Background: an optimization exercise with open tools, aiming at small area and a short achievable clock period. Do not read the settings as production practice.
Function was not checked in any run shown here: the RTL went through the layout flow alone.
Power and IR drop assume default switching activity.

==> flow/design.v (outline; a module is shown in full before it is edited, if it fits) <==
// module mul8: 14 lines
// module mul16: 1118 lines
// module mul16_fa: 4 lines
// module mul16_cpa: 147 lines
// module mul16_xnor: 3 lines
module mul16(
    input clk,
    input logic[15:0] a,
    input logic[15:0] b,
    output logic[31:0] r
);
  // ...
==> flow/flow/run.sh <==
#!/bin/bash
# The standard layout (the standard.sh, standard synthesis unchanged), except that
# the port buffers are sky130_fd_sc_hd__buf_2 cells instead of the resizer's default pick
# (a clkdlybuf4s50_1 delay cell). Every input and output port still gets its buffer.
set -uo pipefail
export BUFFER_PORTS_ARGS="-buffer_cell sky130_fd_sc_hd__buf_2"
bash standard.sh > standard.log 2>&1
==> flow/standard.sh <==
#!/bin/bash
# synth_recipe.tcl (not shown) runs the flow's synth.tcl, then flattens the netlist and writes it again
# the make line also repeats each setting of config.mk as NAME=value (left out here)
make -C /OpenROAD-flow-scripts/flow DESIGN_CONFIG=/design/flow/config.mk WORK_HOME=/design/flow/orfs CLKGATE_MAP_FILE= SYNTH_SCRIPT=/design/flow/synth_recipe.tcl "${@:-finish}"
==> flow/config.mk <==
export PLATFORM = sky130hd
export DESIGN_NAME = mul16
export DESIGN_NICKNAME = mul16
export VERILOG_FILES = /design/flow/design.v
export SDC_FILE = /design/flow/constraint.sdc
export NUM_CORES = 4
export LEC_CHECK = 0
export CAP_MARGIN = 20
export CORE_MARGIN = 2
export CORE_UTILIZATION = 40
export SETUP_SLACK_MARGIN = 2.0
export SLEW_MARGIN = 20
export SYNTH_HIERARCHICAL = 1
export SYNTH_MINIMUM_KEEP_SIZE = 0
==> flow/constraint.sdc <==
create_clock -name core_clock -period 5.5 [get_ports {clk}]
set_input_delay 1.1000 -clock core_clock [delete_from_list [all_inputs] [get_ports {clk}]]
set_output_delay 1.1000 -clock core_clock [all_outputs]
set_load 0.01 [all_outputs]
==> PnR_summary.wiki, run 1 <==
{| class="wikitable"
! Metric !! Value
|-
| Die footprint || 0.0238 sq mm
|-
| Summed area of non-filler cells in the final layout || 0.0101 sq mm
|-
| Worst Clk Skew || 0.00851 ns
|-
| Met3 wire len || 1530 um
|-
| R2R Path Start || q[37]
|-
| Std cell rows || 55
|-
| Height of the die || 154 um
|-
| Clock latency reported for the late side of the worst-skew pair || 0.42 ns
|-
| Via count || 5746
|-
| Share of the clock period used by the worst path after layout || 0.678
|-
| Number of cells in the finished layout apart from fillers || 1134
|-
| Hold-fix buffers, CTS || 0
|-
| Total power divided by cell area || 748 mW/mm^2
|-
| CTS H-Tree Depth || 4
|-
| Total routed wire length on the met1 layer || 8690 um
|-
| Final critical-path required period || 3.73 ns
|-
| Peak Freq || 268 MHz
|-
| Setup Total Neg Slack || 0 ns
|-
| CP Class || reg -> reg
|-
| Number of multi-input combinational cells || 603
|-
| Number of tap instances || 285
|-
| Number of buffers and inverters on the critical path || 0
|-
| Crit path max-delay family || adder cells
|-
| Number of instances in the placed design || 1097
|-
| Count of inverters other than clock inverters in the layout || 21
|-
| Number of cells on the worst reg-to-reg path || 14
|-
| Met1 Usage GRT || 0.252
|-
| CTS clk-pin slew, worst paths || 0.06 ns
|-
| Worst hold path type || reg -> reg
|-
| Total net switching power || 0.00325 W
|-
| Wire length of the first global-routing pass || 34200 um
|-
| Leading cell type in the layout, fill and taps excluded || sky130_fd_sc_hd__nand2_1
|-
| Number of fill cells || 2100
|-
| Result of the run || complete, no violations
|-
| Cell depth of the worst setup path || 14
|-
| Critical path startpoint || q[37]
|-
| Power share of the combinational group || 0.658
|-
| Core area || 0.0224 sq mm
|-
| Post-Synthesis Net Count || 1084
|-
| Maximum buffer depth of the clock tree || 2
|-
| Number of nets in the layout || 1106
|-
| Remaining routing DRC violations || 0
|-
| Drt via density || 5.07
|-
| Endpoint of the worst-slack reg-to-reg timing path || r[30]
|}
==> module mul16_cpa, before the edit <==
module mul16_cpa(input [26:0] gi, input [26:0] pi, output [26:0] s);
    wire g0 = gi[0] | pi[0];
    wire p0 = pi[0];
    wire g1 = gi[1];
    wire p1 = pi[1];
    wire g2 = gi[2];
    wire p2 = pi[2];
    wire g3 = gi[3];
    wire p3 = pi[3];
    wire g4 = gi[4];
    wire p4 = pi[4];
    wire g5 = gi[5];
    wire p5 = pi[5];
    wire g6 = gi[6];
    wire p6 = pi[6];
    wire g7 = gi[7];
    wire p7 = pi[7];
    wire g8 = gi[8];
    wire p8 = pi[8];
    wire g9 = gi[9];
    wire p9 = pi[9];
    wire g10 = gi[10];
    wire p10 = pi[10];
    wire g11 = gi[11];
    wire p11 = pi[11];
    wire g12 = gi[12];
    wire p12 = pi[12];
    wire g13 = gi[13];
    wire p13 = pi[13];
    wire g14 = gi[14];
    wire p14 = pi[14];
    wire g15 = gi[15];
    wire p15 = pi[15];
    wire g16 = gi[16];
    wire p16 = pi[16];
    wire g17 = gi[17];
    wire p17 = pi[17];
    wire g18 = gi[18];
    wire p18 = pi[18];
    wire g19 = gi[19];
    wire p19 = pi[19];
    wire g20 = gi[20];
    wire p20 = pi[20];
    wire g21 = gi[21];
    wire p21 = pi[21];
    wire g22 = gi[22];
    wire p22 = pi[22];
    wire g23 = gi[23];
    wire p23 = pi[23];
    wire g24 = gi[24];
    wire p24 = pi[24];
    wire g25 = gi[25];
    wire p25 = pi[25];
    wire g26 = gi[26];
    wire p26 = pi[26];
    wire G1 = g1 | (p1 & g0);
    wire P1 = p1 & p0;
    wire G2 = g3 | (p3 & g2);
    wire P2 = p3 & p2;
    wire G3 = g5 | (p5 & g4);
    wire P3 = p5 & p4;
    wire G4 = g7 | (p7 & g6);
    wire P4 = p7 & p6;
    wire G5 = g9 | (p9 & g8);
    wire P5 = p9 & p8;
    wire G6 = g11 | (p11 & g10);
    wire P6 = p11 & p10;
    wire G7 = g13 | (p13 & g12);
    wire P7 = p13 & p12;
    wire G8 = g15 | (p15 & g14);
    wire P8 = p15 & p14;
    wire G9 = g17 | (p17 & g16);
    wire P9 = p17 & p16;
    wire G10 = g19 | (p19 & g18);
    wire P10 = p19 & p18;
    wire G11 = g21 | (p21 & g20);
    wire P11 = p21 & p20;
    wire G12 = g23 | (p23 & g22);
    wire P12 = p23 & p22;
    wire G13 = g25 | (p25 & g24);
    wire P13 = p25 & p24;
    wire G14 = G2 | (P2 & G1);
    wire P14 = P2 & P1;
    wire G15 = G4 | (P4 & G3);
    wire P15 = P4 & P3;
    wire G16 = G6 | (P6 & G5);
    wire P16 = P6 & P5;
    wire G17 = G8 | (P8 & G7);
    wire P17 = P8 & P7;
    wire G18 = G10 | (P10 & G9);
    wire P18 = P10 & P9;
    wire G19 = G12 | (P12 & G11);
    wire P19 = P12 & P11;
    wire G20 = G15 | (P15 & G14);
    wire P20 = P15 & P14;
    wire G21 = G17 | (P17 & G16);
    wire P21 = P17 & P16;
    wire G22 = G19 | (P19 & G18);
    wire P22 = P19 & P18;
    wire G23 = G21 | (P21 & G20);
    wire P23 = P21 & P20;
    wire G24 = G22 | (P22 & G23);
    wire P24 = P22 & P23;
    wire G25 = G16 | (P16 & G20);
    wire P25 = P16 & P20;
    wire G26 = G18 | (P18 & G23);
    wire P26 = P18 & P23;
    wire G27 = G3 | (P3 & G14);
    wire P27 = P3 & P14;
    wire G28 = G5 | (P5 & G20);
    wire P28 = P5 & P20;
    wire G29 = G7 | (P7 & G25);
    wire P29 = P7 & P25;
    wire G30 = G9 | (P9 & G23);
    wire P30 = P9 & P23;
    wire G31 = G11 | (P11 & G26);
    wire P31 = P11 & P26;
    wire G32 = G13 | (P13 & G24);
    wire P32 = P13 & P24;
    wire G33 = g2 | (p2 & G1);
    wire P33 = p2 & P1;
    wire G34 = g4 | (p4 & G14);
    wire P34 = p4 & P14;
    wire G35 = g6 | (p6 & G27);
    wire P35 = p6 & P27;
    wire G36 = g8 | (p8 & G20);
    wire P36 = p8 & P20;
    wire G37 = g10 | (p10 & G28);
    wire P37 = p10 & P28;
    wire G38 = g12 | (p12 & G25);
    wire P38 = p12 & P25;
    wire G39 = g14 | (p14 & G29);
    wire P39 = p14 & P29;
    wire G40 = g16 | (p16 & G23);
    wire P40 = p16 & P23;
    wire G41 = g18 | (p18 & G30);
    wire P41 = p18 & P30;
    wire G42 = g20 | (p20 & G26);
    wire P42 = p20 & P26;
    wire G43 = g22 | (p22 & G31);
    wire P43 = p22 & P31;
    wire G44 = g24 | (p24 & G24);
    wire P44 = p24 & P24;
    wire G45 = g26 | (p26 & G32);
    wire P45 = p26 & P32;
    assign s = {~(p26 ^ G32), ~(p25 ^ G44), ~(p24 ^ G24), ~(p23 ^ G43), ~(p22 ^ G31), ~(p21 ^ G42), ~(p20 ^ G26), ~(p19 ^ G41), ~(p18 ^ G30), ~(p17 ^ G40), ~(p16 ^ G23), ~(p15 ^ G39), ~(p14 ^ G29), ~(p13 ^ G38), ~(p12 ^ G25), ~(p11 ^ G37), ~(p10 ^ G28), ~(p9 ^ G36), ~(p8 ^ G20), ~(p7 ^ G35), ~(p6 ^ G27), ~(p5 ^ G34), ~(p4 ^ G14), ~(p3 ^ G33), ~(p2 ^ G1), ~(p1 ^ g0), p0};
endmodule
==> run 2, diff against run 1 <==
--- a/flow/design.v
+++ b/flow/design.v
@@ -1118,28 +1118,30 @@
     assign cg[23] = xn[28] & yn[28];
     assign cp[23] = xn[28] ^ yn[28];
     assign cg[24] = xn[29] & yn[29];
     assign cp[24] = xn[29] ^ yn[29];
     assign cg[25] = xn[30] & yn[30];
     assign cp[25] = xn[30] ^ yn[30];
     assign cg[26] = xn[31] & yn[31];
     assign cp[26] = xn[31] ^ yn[31];
-    mul16_cpa ucpa (.gi(cg), .pi(cp), .s(cs));
+    mul16_cpa ucpa (.gi(cg), .pi(cp), .co(cco));
+    wire [25:0] cco;
+    assign cs = {~(cp[26] ^ cco[25]), ~(cp[25] ^ cco[24]), ~(cp[24] ^ cco[23]), ~(cp[23] ^ cco[22]), ~(cp[22] ^ cco[21]), ~(cp[21] ^ cco[20]), ~(cp[20] ^ cco[19]), ~(cp[19] ^ cco[18]), ~(cp[18] ^ cco[17]), ~(cp[17] ^ cco[16]), ~(cp[16] ^ cco[15]), ~(cp[15] ^ cco[14]), ~(cp[14] ^ cco[13]), ~(cp[13] ^ cco[12]), ~(cp[12] ^ cco[11]), ~(cp[11] ^ cco[10]), ~(cp[10] ^ cco[9]), ~(cp[9] ^ cco[8]), ~(cp[8] ^ cco[7]), ~(cp[7] ^ cco[6]), ~(cp[6] ^ cco[5]), ~(cp[5] ^ cco[4]), ~(cp[4] ^ cco[3]), ~(cp[3] ^ cco[2]), ~(cp[2] ^ cco[1]), ~(cp[1] ^ cco[0]), cp[0]};
     wire [31:0] sum = {cs, ~xn[4], ~xn[3], ~xn[2], ~xn[1], ~xn[0]};
     always_ff @(posedge clk) begin
         q <= {c336, pp15_15, c334, s335, c330, s333, s329, c318, s323, c316, c310, s317, c308, s309, s307, s299, c290, s297, c288, s289, c278, c276, s287, c264, s277, s275, c262, s263, s261, c248, s247, c232, c230, s245, s243, c214, s231, s229, c212, c210, s213, s211, c194, s209, s193, c174, s191, c172, s189, s173, c154, c152, s171, s169, s167, s153, s151, c134, c132, c116, s133, s131, c114, s129, s115, c98, s113, s97, s95, c82, s81, c68, s79, c56, s67, c54, s65, s55, c44, s43, c34, s33, s31, c20, c18, s25, c16, s19, s11, s5, s1, pp0_0};
         r <= sum;
     end
 endmodule
 module mul16_fa(input x, input y, input z, output s, output c);
     assign s = x ^ y ^ z;
     assign c = (x & y) | (x & z) | (y & z);
 endmodule
-module mul16_cpa(input [26:0] gi, input [26:0] pi, output [26:0] s);
+module mul16_cpa(input [26:0] gi, input [26:0] pi, output [25:0] co);
     wire g0 = gi[0] | pi[0];
     wire p0 = pi[0];
     wire g1 = gi[1];
     wire p1 = pi[1];
     wire g2 = gi[2];
     wire p2 = pi[2];
     wire g3 = gi[3];
     wire p3 = pi[3];
@@ -1186,101 +1188,125 @@
     wire g24 = gi[24];
     wire p24 = pi[24];
     wire g25 = gi[25];
     wire p25 = pi[25];
     wire g26 = gi[26];
     wire p26 = pi[26];
     wire G1 = g1 | (p1 & g0);
     wire P1 = p1 & p0;
-    wire G2 = g3 | (p3 & g2);
-    wire P2 = p3 & p2;
-    wire G3 = g5 | (p5 & g4);
-    wire P3 = p5 & p4;
-    wire G4 = g7 | (p7 & g6);
-    wire P4 = p7 & p6;
-    wire G5 = g9 | (p9 & g8);
-    wire P5 = p9 & p8;
-    wire G6 = g11 | (p11 & g10);
-    wire P6 = p11 & p10;
-    wire G7 = g13 | (p13 & g12);
-    wire P7 = p13 & p12;
-    wire G8 = g15 | (p15 & g14);
-    wire P8 = p15 & p14;
-    wire G9 = g17 | (p17 & g16);
-    wire P9 = p17 & p16;
-    wire G10 = g19 | (p19 & g18);
-    wire P10 = p19 & p18;
-    wire G11 = g21 | (p21 & g20);
-    wire P11 = p21 & p20;
-    wire G12 = g23 | (p23 & g22);
-    wire P12 = p23 & p22;
-    wire G13 = g25 | (p25 & g24);
-    wire P13 = p25 & p24;
-    wire G14 = G2 | (P2 & G1);
-    wire P14 = P2 & P1;
-    wire G15 = G4 | (P4 & G3);
-    wire P15 = P4 & P3;
-    wire G16 = G6 | (P6 & G5);
-    wire P16 = P6 & P5;
-    wire G17 = G8 | (P8 & G7);
-    wire P17 = P8 & P7;
-    wire G18 = G10 | (P10 & G9);
-    wire P18 = P10 & P9;
-    wire G19 = G12 | (P12 & G11);
-    wire P19 = P12 & P11;
-    wire G20 = G15 | (P15 & G14);
-    wire P20 = P15 & P14;
-    wire G21 = G17 | (P17 & G16);
-    wire P21 = P17 & P16;
+    wire G2 = g2 | (p2 & G1);
+    wire P2 = p2 & P1;
+    wire G3 = g4 | (p4 & g3);
+    wire P3 = p4 & p3;
+    wire G4 = g5 | (p5 & G3);
+    wire P4 = p5 & P3;
+    wire G5 = g3 | (p3 & G2);
+    wire P5 = p3 & P2;
+    wire G6 = G3 | (P3 & G2);
+    wire P6 = P3 & P2;
+    wire G7 = G4 | (P4 & G2);
+    wire P7 = P4 & P2;
+    wire G8 = g7 | (p7 & g6);
+    wire P8 = p7 & p6;
+    wire G9 = g8 | (p8 & G8);
+    wire P9 = p8 & P8;
+    wire G10 = g6 | (p6 & G7);
+    wire P10 = p6 & P7;
+    wire G11 = G8 | (P8 & G7);
+    wire P11 = P8 & P7;
+    wire G12 = G9 | (P9 & G7);
+    wire P12 = P9 & P7;
+    wire G13 = g10 | (p10 & g9);
+    wire P13 = p10 & p9;
+    wire G14 = g9 | (p9 & G12);
+    wire P14 = p9 & P12;
+    wire G15 = G13 | (P13 & G12);
+    wire P15 = P13 & P12;
+    wire G16 = g11 | (p11 & G15);
+    wire P16 = p11 & P15;
+    wire G17 = g12 | (p12 & G16);
+    wire P17 = p12 & P16;
+    wire G18 = g15 | (p15 & g14);
+    wire P18 = p15 & p14;
+    wire G19 = g17 | (p17 & g16);
+    wire P19 = p17 & p16;
+    wire G20 = g18 | (p18 & G19);
+    wire P20 = p18 & P19;
+    wire G21 = g16 | (p16 & G18);
+    wire P21 = p16 & P18;
     wire G22 = G19 | (P19 & G18);
     wire P22 = P19 & P18;
-    wire G23 = G21 | (P21 & G20);
-    wire P23 = P21 & P20;
-    wire G24 = G22 | (P22 & G23);
-    wire P24 = P22 & P23;
-    wire G25 = G16 | (P16 & G20);
-    wire P25 = P16 & P20;
-    wire G26 = G18 | (P18 & G23);
-    wire P26 = P18 & P23;
-    wire G27 = G3 | (P3 & G14);
-    wire P27 = P3 & P14;
-    wire G28 = G5 | (P5 & G20);
-    wire P28 = P5 & P20;
-    wire G29 = G7 | (P7 & G25);
-    wire P29 = P7 & P25;
-    wire G30 = G9 | (P9 & G23);
-    wire P30 = P9 & P23;
-    wire G31 = G11 | (P11 & G26);
-    wire P31 = P11 & P26;
-    wire G32 = G13 | (P13 & G24);
-    wire P32 = P13 & P24;
-    wire G33 = g2 | (p2 & G1);
-    wire P33 = p2 & P1;
-    wire G34 = g4 | (p4 & G14);
-    wire P34 = p4 & P14;
-    wire G35 = g6 | (p6 & G27);
-    wire P35 = p6 & P27;
-    wire G36 = g8 | (p8 & G20);
-    wire P36 = p8 & P20;
-    wire G37 = g10 | (p10 & G28);
-    wire P37 = p10 & P28;
-    wire G38 = g12 | (p12 & G25);
-    wire P38 = p12 & P25;
-    wire G39 = g14 | (p14 & G29);
-    wire P39 = p14 & P29;
-    wire G40 = g16 | (p16 & G23);
-    wire P40 = p16 & P23;
-    wire G41 = g18 | (p18 & G30);
-    wire P41 = p18 & P30;
-    wire G42 = g20 | (p20 & G26);
-    wire P42 = p20 & P26;
-    wire G43 = g22 | (p22 & G31);
-    wire P43 = p22 & P31;
-    wire G44 = g24 | (p24 & G24);
-    wire P44 = p24 & P24;
-    wire G45 = g26 | (p26 & G32);
-    wire P45 = p26 & P32;
-    assign s = {~(p26 ^ G32), ~(p25 ^ G44), ~(p24 ^ G24), ~(p23 ^ G43), ~(p22 ^ G31), ~(p21 ^ G42), ~(p20 ^ G26), ~(p19 ^ G41), ~(p18 ^ G30), ~(p17 ^ G40), ~(p16 ^ G23), ~(p15 ^ G39), ~(p14 ^ G29), ~(p13 ^ G38), ~(p12 ^ G25), ~(p11 ^ G37), ~(p10 ^ G28), ~(p9 ^ G36), ~(p8 ^ G20), ~(p7 ^ G35), ~(p6 ^ G27), ~(p5 ^ G34), ~(p4 ^ G14), ~(p3 ^ G33), ~(p2 ^ G1), ~(p1 ^ g0), p0};
+    wire G23 = G20 | (P20 & G18);
+    wire P23 = P20 & P18;
+    wire G24 = g14 | (p14 & g13);
+    wire P24 = p14 & p13;
+    wire G25 = G18 | (P18 & g13);
+    wire P25 = P18 & p13;
+    wire G26 = G21 | (P21 & g13);
+    wire P26 = P21 & p13;
+    wire G27 = G22 | (P22 & g13);
+    wire P27 = P22 & p13;
+    wire G28 = G23 | (P23 & g13);
+    wire P28 = P23 & p13;
+    wire G29 = g20 | (p20 & g19);
+    wire P29 = p20 & p19;
+    wire G30 = g21 | (p21 & G29);
+    wire P30 = p21 & P29;
+    wire G31 = g22 | (p22 & G30);
+    wire P31 = p22 & P30;
+    wire G32 = g23 | (p23 & G31);
+    wire P32 = p23 & P31;
+    wire G33 = g24 | (p24 & G32);
+    wire P33 = p24 & P32;
+    wire G34 = g25 | (p25 & G33);
+    wire P34 = p25 & P33;
+    wire G35 = g26 | (p26 & G34);
+    wire P35 = p26 & P34;
+    wire G36 = g19 | (p19 & G28);
+    wire P36 = p19 & P28;
+    wire G37 = G29 | (P29 & G28);
+    wire P37 = P29 & P28;
+    wire G38 = G30 | (P30 & G28);
+    wire P38 = P30 & P28;
+    wire G39 = G31 | (P31 & G28);
+    wire P39 = P31 & P28;
+    wire G40 = G32 | (P32 & G28);
+    wire P40 = P32 & P28;
+    wire G41 = G33 | (P33 & G28);
+    wire P41 = P33 & P28;
+    wire G42 = G34 | (P34 & G28);
+    wire P42 = P34 & P28;
+    wire G43 = G35 | (P35 & G28);
+    wire P43 = P35 & P28;
+    wire G44 = g13 | (p13 & G17);
+    wire P44 = p13 & P17;
+    wire G45 = G24 | (P24 & G17);
+    wire P45 = P24 & P17;
+    wire G46 = G25 | (P25 & G17);
+    wire P46 = P25 & P17;
+    wire G47 = G26 | (P26 & G17);
+    wire P47 = P26 & P17;
+    wire G48 = G27 | (P27 & G17);
+    wire P48 = P27 & P17;
+    wire G49 = G28 | (P28 & G17);
+    wire P49 = P28 & P17;
+    wire G50 = G36 | (P36 & G17);
+    wire P50 = P36 & P17;
+    wire G51 = G37 | (P37 & G17);
+    wire P51 = P37 & P17;
+    wire G52 = G38 | (P38 & G17);
+    wire P52 = P38 & P17;
+    wire G53 = G39 | (P39 & G17);
+    wire P53 = P39 & P17;
+    wire G54 = G40 | (P40 & G17);
+    wire P54 = P40 & P17;
+    wire G55 = G41 | (P41 & G17);
+    wire P55 = P41 & P17;
+    wire G56 = G42 | (P42 & G17);
+    wire P56 = P42 & P17;
+    wire G57 = G43 | (P43 & G17);
+    wire P57 = P43 & P17;
+    assign co = {G56, G55, G54, G53, G52, G51, G50, G49, G48, G47, G46, G45, G44, G17, G16, G15, G14, G12, G11, G10, G7, G6, G5, G2, G1, g0};
 endmodule
 module mul16_xnor(input x, input y, output s);
     assign s = ~(x ^ y);
 endmodule
==> flow/config.mk (replaced) <==
export PLATFORM = sky130hd
export DESIGN_NAME = mul16
export DESIGN_NICKNAME = mul16
export VERILOG_FILES = /design/flow/design.v
export SDC_FILE = /design/flow/constraint.sdc
export NUM_CORES = 4
export LEC_CHECK = 0
export CAP_MARGIN = 20
export CORE_MARGIN = 2
export CORE_UTILIZATION = 40
export CTS_BUF_LIST = sky130_fd_sc_hd__clkbuf_8
export CTS_CLUSTER_SIZE = 12
export SETUP_SLACK_MARGIN = 2.2
export SLEW_MARGIN = 20
export SYNTH_HIERARCHICAL = 1
export SYNTH_MINIMUM_KEEP_SIZE = 0
==> run 2 against run 1 <==
Compared with the run above:
- still clean
- area after synthesis is 1.7% higher
- routed wire length decreased by 1.8%
- count of clock-buffer cells in the layout down 1
- non-clock buffer count shrank 2
- via count down 0.66%
- fmax up 2.7%
- die area is 1.6% higher
- largest cell class unchanged
- highest routed layer unchanged
==> PnR_summary.wiki, run 2 <==
{| class="wikitable"
! Metric !! Value
|-
| Height of the die || 156 um (+0.81%)
|-
| Remaining routing DRC violations || 0 (unchanged)
|-
| Cell at the slowest stage of the critical path || sky130_fd_sc_hd__fa_2
|-
| Data arrival time of the critical path || 3.97 ns
|-
| Mapped cell area || 0.00920 sq mm
|-
| Antenna diode instance count || 0
|-
| I/O pin total || 65
|-
| TritonCTS clock tree || built
|-
| Number of warnings issued by yosys || 7
|-
| Flip-flop count of the largest register after layout || 92
|-
| Number of buffers created by CTS || 17
|-
| Std cell rows || 55 (unchanged)
|-
| Share of the core filled with cells in the final layout || 0.443
|-
| Unrepaired setup endpoints after global routing || yes
|-
| Peak Freq || 276 MHz (+2.7%)
|-
| CTS clk-pin slew, worst paths || 0.08 ns (+0.02 ns)
|-
| Share of the clock period used by the worst path after layout || 0.660 (-0.0181)
|-
| Max-capacitance violation count || 0
|-
| Detail-routed net length per standard cell || 18.3 um
|-
| Largest register by flop count || q
|-
| Number of standard cells after synthesis || 829
|-
| Worst IR drop on VDD || 0.448 mV
|-
| Iteration-0 DRC Markers || 339
|-
| Drt via density || 5.09 (+0.40%)
|-
| Slew at the pin closest to its max-slew limit || 0.894 ns
|-
| Clock Root Buffer || sky130_fd_sc_hd__clkbuf_8
|-
| Total power divided by cell area || 765 mW/mm^2 (+2.2%)
|-
| Final Setup Violations || 0
|-
| Leading cell type in the layout, fill and taps excluded || sky130_fd_sc_hd__nand2_1
|-
| Cell leakage power || 3.74 nW
|-
| Setup Total Neg Slack || 0 ns (unchanged)
|-
| Antenna violations before repair || 0
|-
| Stage delay of the slowest cell on the critical path || 0.55 ns
|-
| Post-DRT Antenna Nets || 0
|-
| Total gr overflow || 0
|-
| Fraction of met3 tracks used by global routing || 0.0392
|-
| Worst hold path type || reg -> reg
|-
| DR pass1 iterations || 5
|-
| Highest net fanout along the worst path || 3
|-
| Result of the run || complete, no violations
|-
| Slew Viols, Final || 0
|-
| Post-Synthesis Net Count || 1087 (+0.28%)
|-
| Busiest layer in global routing || met2
|-
| CP Launch Type || register
|-
| Number of cells in the finished layout apart from fillers || 1122 (-1.1%)
|-
| HPWL after detailed placement || 15000 um
|-
| Number of nets in the layout || 1082 (-2.2%)
|-
| Hold-fix buffers, CTS || 0 (unchanged)
|-
| Maximum buffer depth of the clock tree || 2 (unchanged)
|-
| Largest net degree at the start of global routing || 18
|-
| Most prevalent standard cell on the critical path || sky130_fd_sc_hd__fa_2
|-
| Number of buffers and inverters on the critical path || 0 (unchanged)
|-
| Worst Hold Slack || 0.361 ns
|-
| Total global-route track usage || 0.179
|-
| Core area || 0.0226 sq mm (+0.61%)
|-
| Final GP Congestion || 0.785
|-
| Wire length of the first global-routing pass || 33000 um (-3.7%)
|-
| Most frequent cells in the layout || sky130_fd_sc_hd__nand2_1 (258), sky130_fd_sc_hd__fa_1 (180), sky130_fd_sc_hd__dfxtp_1 (123)
|-
| Clk sink count || 124
|-
| Crit. End Element || register
|-
| Effective utilization at floorplan || 0.407
|-
| CTS H-Tree Depth || 4 (unchanged)
|-
| Clock latency reported for the late side of the worst-skew pair || 0.45 ns (+0.03 ns)
|-
| Die X || 156 um
|-
| Worst slew margin relative to its limit || 0.389
|-
| Number of buffer cells added on primary ports || 64
|-
| Total detailed-routing wirelength || 20500 um
|-
| Average instance area after synthesis || 11.1 sq um
|-
| P&R area growth vs syn || 8.63%
|-
| Regs by FF count || q (92), r (32)
|-
| Chain of cells forming the critical path || fa_2 -> fa_1 -> fa_2 -> fa_2 -> ha_4 -> a21oi_4 -> nor3b_4 -> a211o_1 -> o211ai_1 -> a31o_1 -> xnor2_1
|-
| Number of endpoints with negative hold slack in the final report || 0
|-
| Worst Clk Skew || 0.0161 ns (+0.00757 ns)
|-
| Via count || 5708 (-0.66%)
|-
| Grt met2 use || 0.280
|-
| Met1 Usage GRT || 0.248 (-0.00330)
|-
| Share of post-route cells with drive strength above 1 || 0.173
|-
| CP Class || reg -> reg
|-
| Die footprint || 0.0242 sq mm (+1.6%)
|-
| CP Data Required Time || 5.84 ns
|-
| Vias in the first global route || 6145
|-
| Final critical-path required period || 3.63 ns (-0.0993 ns)
|-
| Number of instances in the placed design || 1088 (-0.82%)
|-
| Crit path max-delay family || adder cells
|}
-- run 2: through the flow --
| step | power, W | setup WS, ns | instance area, sq um |
|---|---|---|---|
| final | 0.00764 | 1.87 | 9990 |
| after floorplan | 0.00615 | 2.12 | 9470 |
| after global routing | 0.00835 | 1.82 | 9990 |
| after detailed placement | 0.00643 | 1.82 | 9480 |
| after CTS | 0.00755 | 1.90 | 9950 |
| after global placement | 0.00643 | 1.81 | 9480 |
-- run 2: layer usage --
layer	share of wire	up-vias
met2	0.48	248
li1	-	2502
met5	0	-
met3	0.081	24
met1	0.42	2934
met4	0.019	0
-- run 2: path summary, 6_finish.rpt --
kind              slack [ns]  depth (start not counted)  endpoint  start
setup reg to reg        1.87                         11     r[29]  q[37]
hold reg to reg         0.36                          1      r[1]   q[1]
hold / removal          0.36                          1      r[1]   q[1]
setup / recovery        1.87                         11     r[29]  q[37]
-- run 2: what timing repair did --
action,4_1_cts,5_1_grt
pin swaps,5,2
hold endpoints to repair,0,0
resized for setup,6,3
buffers inserted,0,2
endpoints found under the setup margin,13,15
-- run 2: area by class of cell --
type	count	area, sq um
Clock buffer	18	248
Sequential cell	124	2480
Multi-Input combinational cell	606	6330
Inverter	9	33.8
Clock inverter	14	204
Fill cell	2109	12600
Tap cell	285	357
Timing Repair Buffer	66	335
-- run 2: where the power goes --
| group | internal (W) | switching [W] |
|---|---|---|
| registers | 0.00133 | 0.000142 |
| clock network | 0.000516 | 0.000400 |
| logic | 0.00259 | 0.00265 |
-- run 2: worst reg2reg max path, stage by stage, from the launching register on --
cell and delay, ns:
sky130_fd_sc_hd__dfxtp_2 0.33, sky130_fd_sc_hd__fa_2 0.38, sky130_fd_sc_hd__fa_1 0.45, sky130_fd_sc_hd__fa_2 0.35, sky130_fd_sc_hd__fa_2 0.55, sky130_fd_sc_hd__ha_4 0.22, sky130_fd_sc_hd__a21oi_4 0.15, sky130_fd_sc_hd__nor3b_4 0.33
sky130_fd_sc_hd__a211o_1 0.18, sky130_fd_sc_hd__o211ai_1 0.20, sky130_fd_sc_hd__a31o_1 0.26, sky130_fd_sc_hd__xnor2_1 0.12

re-timing with driven ports:
The results above use ideal ports. As a check the final layouts listed here were re-extracted and re-timed, cells and wires unchanged.
Step 1: set_driving_cell puts a clkbuf_16 on clk and a buf_2 on each other input, an assumption about the parent block.
Step 2, shift: input delay + t, output delay - t, t = (earliest + latest rising clock arrival at the registers) / 2. This alone moves slack from input paths to output paths.
Slacks: no drivers / after step 1 / after step 2; pairs: no drivers / after step 1.
| run | t (ns) | slack for setup (ns) | worst setup path at the end | latest minus earliest clock arrival (ns) |
|---|---|---|---|---|
| run 1 | 0.460 | 1.772 / 1.772 / 1.772 | register to register | 0.009 / 0.010 |
| run 2 | 0.484 | 1.872 / 1.872 / 1.872 | register to register | 0.016 / 0.017 |
After both steps every run listed still meets setup and hold.
